Context: an optimization exercise on an open-source flow, tuned for small area, a short achievable clock period and few clock cycles. The choices shown serve that exercise and are no tape-out recipe.
The RTL was checked by simulation tests, not by an equivalence proof against the original design.
Power is estimated from default activity; no workload was simulated.

==> flow/design.v (excerpt) <==
module divider (
  input clk, rst_n,
  input start,
  input [31:0] div, dsr,
  output [31:0] q, r,
  output err,
  output done
);
make LEC_CHECK=0 CAP_MARGIN=20 CORE_MARGIN=2 CORE_UTILIZATION=40 SETUP_SLACK_MARGIN=1.8 SLEW_MARGIN=20 finish   # period 4.0 ns
run.sh (not shown) runs the stock make flow with config.mk's settings and CLKGATE_MAP_FILE= SYNTH_SCRIPT=/design/flow/synth_recipe.tcl, a recipe that flattens the netlist after the stock synthesis.
The starting point ran to the end with no violations.
Testbench counts at the start, summed over its fixed seeds: cycles 12,035.
Next try:
--- a/flow/config.mk
+++ b/flow/config.mk
@@ -9,4 +9,3 @@
 export CORE_MARGIN = 2
 export CORE_UTILIZATION = 40
-export SETUP_SLACK_MARGIN = 1.8
 export SLEW_MARGIN = 20
Result:
- The changed run completed without violations
- hold slack got worse by 0.0041 ns
- routed wire length fell by 16%
- synthesized area is unchanged
- critical path depth drops by 8
- combinational power came out lower by 33%
- setup slack degrades by 0.52 ns
- clock skew went up by 0.0041 ns
- cell area came out lower by 15%
Next try:
--- a/flow/config.mk
+++ b/flow/config.mk
@@ -9,3 +9,4 @@
 export CORE_MARGIN = 2
 export CORE_UTILIZATION = 40
+export SETUP_SLACK_MARGIN = 1.2
 export SLEW_MARGIN = 20
Result: Final cell count rises by 4.7%. Clock-buffer cell count is unchanged. Die area is unchanged. Via count rises by 6.0%. Routed wire length rises by 13%. Hold slack is better by 0.0059 ns. Worst setup slack is better by 0.36 ns. Synthesized area stays the same. Design area rises by 11%. Global-route usage rises by 3.3 points.

---

Another version of the RTL of divider (not shown whole).
For scale: about 130 I/O pins.
clock: 4.0 ns
lec_check: 0
cap_margin: 20
core_margin: 2
core_utilization: 60
setup_slack_margin: 1.75
slew_margin: 20
synth_hierarchical: 1
standard.sh (not shown) runs the stock make flow with config.mk's settings and CLKGATE_MAP_FILE= SYNTH_SCRIPT=/design/flow/synth_recipe.tcl, a recipe that flattens the netlist after the stock synthesis.
==> flow/flow/run.sh <==
#!/bin/bash
# The standard layout, with the port buffers that ORFS inserts before global
# placement made as sky130_fd_sc_hd__buf_1 cells rather than the default
# delay buffers; timing repair still resizes them where a path needs it.
set -euo pipefail
bash standard.sh 'BUFFER_PORTS_ARGS=-buffer_cell sky130_fd_sc_hd__buf_1' finish > standard_flow.log 2>&1
The baseline produced a clean layout.
Testbench counts at the start, summed over its fixed seeds: cycles 12,149.
Next try:
- SETUP_SLACK_MARGIN: 1.75 -> 1.3
Effect: The changed run completed with no timing, DRC or antenna violations. Global-route usage falls by 1.3 points. Clock power stays flat. First-iteration DRC count falls by a few percent.
Next try:
- PLACE_DENSITY: default -> 0.75
Outcome: Total power hardly moves; sequential share of layout area drops by 0.10 points; count of clock-buffer cells in the layout stays the same; wire length climbs by about 1.1%.
Next try:
- PLACE_DENSITY: 0.75 -> default
- SETUP_SLACK_MARGIN: 1.3 -> 1.6
Effect: The new run finished clean; critical path depth shrinks by 1; final cell count is higher by 1.4%; via count increases by 1.8%; clock skew drops by 0.0099 ns; routed wire length increases by 3.8%; setup slack is better by 0.14 ns.

---

Setup of run 1:
Another version of the RTL of divider (not shown whole).
For scale: ~10000 sq um of cells after synthesis.
==> flow/design.v (excerpt) <==
module divider (
  input clk, rst_n,
  input start,
  input [31:0] div, dsr,
  output [31:0] q, r,
  output err,
  output done
);
clock: 4.0 ns
lec_check: 0
cap_margin: 20
core_margin: 2
core_utilization: 60
setup_slack_margin: 1.6
slew_margin: 20
synth_hierarchical: 1
Scripts as last shown in full above: flow/flow/run.sh
Testbench counts of run 1, summed over its fixed seeds: cycles 12,149.
> inputs changed (run 1 -> run 2)
Settings: swapping 60 for 70 in CORE_UTILIZATION.
### Flow results
Run 2 reached the final stage; the timing, design-rule and antenna checks on its layout passed.
Run 2 against run 1; die area is down by more than 10%.
Re number of non-clock inverters in the layout: no difference whatsoever between run 2 and run 1.
Run 2 vs run 1: antenna cell count down in run 2
Compared to run 1, run 2 leaves less free space in the core.
Run 1 vs run 2, library cell contributing the largest single delay on the critical path: sky130_fd_sc_hd__dfxtp_4 vs sky130_fd_sc_hd__nor4_4
met1 global-route usage ended up 7.0 points higher on run 2 than on run 1.
Run 2 ends up with a routed length on met1 that is 420 um lower than in run 1.
Proportion of power drawn by combinational gates is lower on run 1
Measured against each other, run 2 and run 1 differ in met2 usage in global routing, the lower figure coming from run 1.
Input changes introduced in run 3 (baseline for comparison: run 2):
Settings: SLEW_MARGIN: 20 -> 5; CORE_UTILIZATION: 70 -> 60; CAP_MARGIN: 20 -> 5.
Notes after the runs:
The run with more routed wire is run 2, not run 3.
Global-route wire length before repair ended up 3.0% lower on run 3 than on run 2.
Delta (run 3 minus run 2): final worst-path cycle share shows no meaningful change, synthesized area shows no meaningful change, tightest hold margin shows an increase of 0.020 ns.
Diff run 2 -> run 3 | design area | up slightly
[compare] base=run 2 new=run 3: aggregate global-route resource usage went down, minimum period implied by the final worst setup slack went down.

---

before:
divider, a different RTL version from the one above (not shown whole).
Size: about 1100 cells after synthesis, ~130 I/O pins.
Settings: LEC_CHECK=0, CAP_MARGIN=20, CORE_MARGIN=2, CORE_UTILIZATION=60, SETUP_SLACK_MARGIN=1.3, SLEW_MARGIN=20, SYNTH_HIERARCHICAL=1; clock period 4.0 ns.
Scripts as last shown in full above: flow/flow/run.sh
before completed; timing, DRC and antenna clean
Testbench counts of before, summed over its fixed seeds: cycles 12,149.
Changes in after relative to before:
- a change of SETUP_SLACK_MARGIN from 1.3 to 1.0
Findings:
- Peak per-stage delay on the critical path (after over before): increase, 0.13 ns
- Vias after detailed routing improves in after relative to before.
- Synthesis-to-layout area growth down 1.5 points in after wrt before
- Going from before to after, power after layout decreased 160 µW; total leakage power down 1.8%.
- Going from before to after, the met2 track demand over resource in global routing was found to have gone down by 0.36 points.

---

Another version of the RTL of divider (not shown whole).
Size: about 1200 cells after synthesis, ~0.010 sq mm of cells after synthesis.
clock: 4.0 ns
lec_check: 0
cap_margin: 20
core_margin: 2
core_utilization: 60
setup_slack_margin: 1.3
slew_margin: 20
synth_hierarchical: 1
Scripts as last shown in full above: flow/flow/run.sh
Testbench counts at the start, summed over its fixed seeds: cycles 12,149.
==> next run, changes <==
==> flow/run.sh (new file) <==
#!/bin/bash
# synth_recipe.tcl (not shown) runs the flow's synth.tcl, then flattens the netlist and writes it again
# the make line also repeats each setting of config.mk as NAME=value (left out here)
make -C /OpenROAD-flow-scripts/flow DESIGN_CONFIG=/design/flow/config.mk WORK_HOME=/design/flow/orfs CLKGATE_MAP_FILE= SYNTH_SCRIPT=/design/flow/synth_recipe.tcl finish
Settings changed: CORE_UTILIZATION 60 to 40.
removed: flow/flow/run.sh
removed: flow/standard.sh
What happened: Cell area rose by 5.0%. Core utilization fell by 22 points. Hold slack is about the same. Fmax rose by 7.9%. Via count fell by 4.9%. Setup slack improves by 0.22 ns. Critical path depth fell by 2. Routed wire length is about the same. Total power fell by 2.8%. Clock skew stays flat. Clock-buffer cell count is unchanged.

what the ideal ports hide:
The results above use ideal ports. As a check the final layouts listed here were re-extracted and re-timed, cells and wires unchanged.
Step 1 (the two cells are an assumption about what drives the block):
set clk [get_ports {clk}]
set_driving_cell -lib_cell sky130_fd_sc_hd__clkbuf_16 $clk
set_driving_cell -lib_cell sky130_fd_sc_hd__buf_2 [delete_from_list [all_inputs] $clk]
Step 2 times the ports against the registers' clock, not the clock port: input delays grow and output delays shrink by t, the midpoint of the rising clock arrivals with the driver on.
Slacks: ideal ports / drivers / drivers and shift; pairs: ideal ports / drivers.
run	t (ns)	slack for setup (ns)	worst setup path after step 2	pins driven straight from the clock port
the first run of note 1	0.411	0.679 / 0.674 / 0.263	input to register	1
the second run of note 1	0.415	0.157 / 0.157 / -0.170	input to register	1
the third run of note 1	0.415	0.520 / 0.513 / 0.098	input to register	1
the first run of note 2	0.407	1.557 / 1.585 / 1.178	input to register	1
the second run of note 2	0.410	1.343 / 1.369 / 0.959	input to register	1
the third run of note 2	0.416	1.336 / 1.360 / 0.944	input to register	1
the fourth run of note 2	0.413	1.473 / 1.472 / 1.058	input to register	1
run 1	0.466	1.607 / 1.607 / 1.226	input to register	1
run 2	0.476	1.602 / 1.617 / 1.152	input to register	1
run 3	0.466	1.607 / 1.607 / 1.226	input to register	1
before	0.410	1.432 / 1.432 / 1.225	input to register	1
after	0.410	1.117 / 1.117 / 1.117	register to register	1
the first run of note 5	0.415	1.030 / 1.030 / 1.030	register to register	1
the second run of note 5	0.405	1.248 / 1.248 / 1.031	input to register	1
With both steps, setup timing fails in the second run of note 1, where it was met with ideal ports. The setup slack of run 2, which loses most, moves by +0.015 ns with the drivers and by -0.450 ns with both steps.
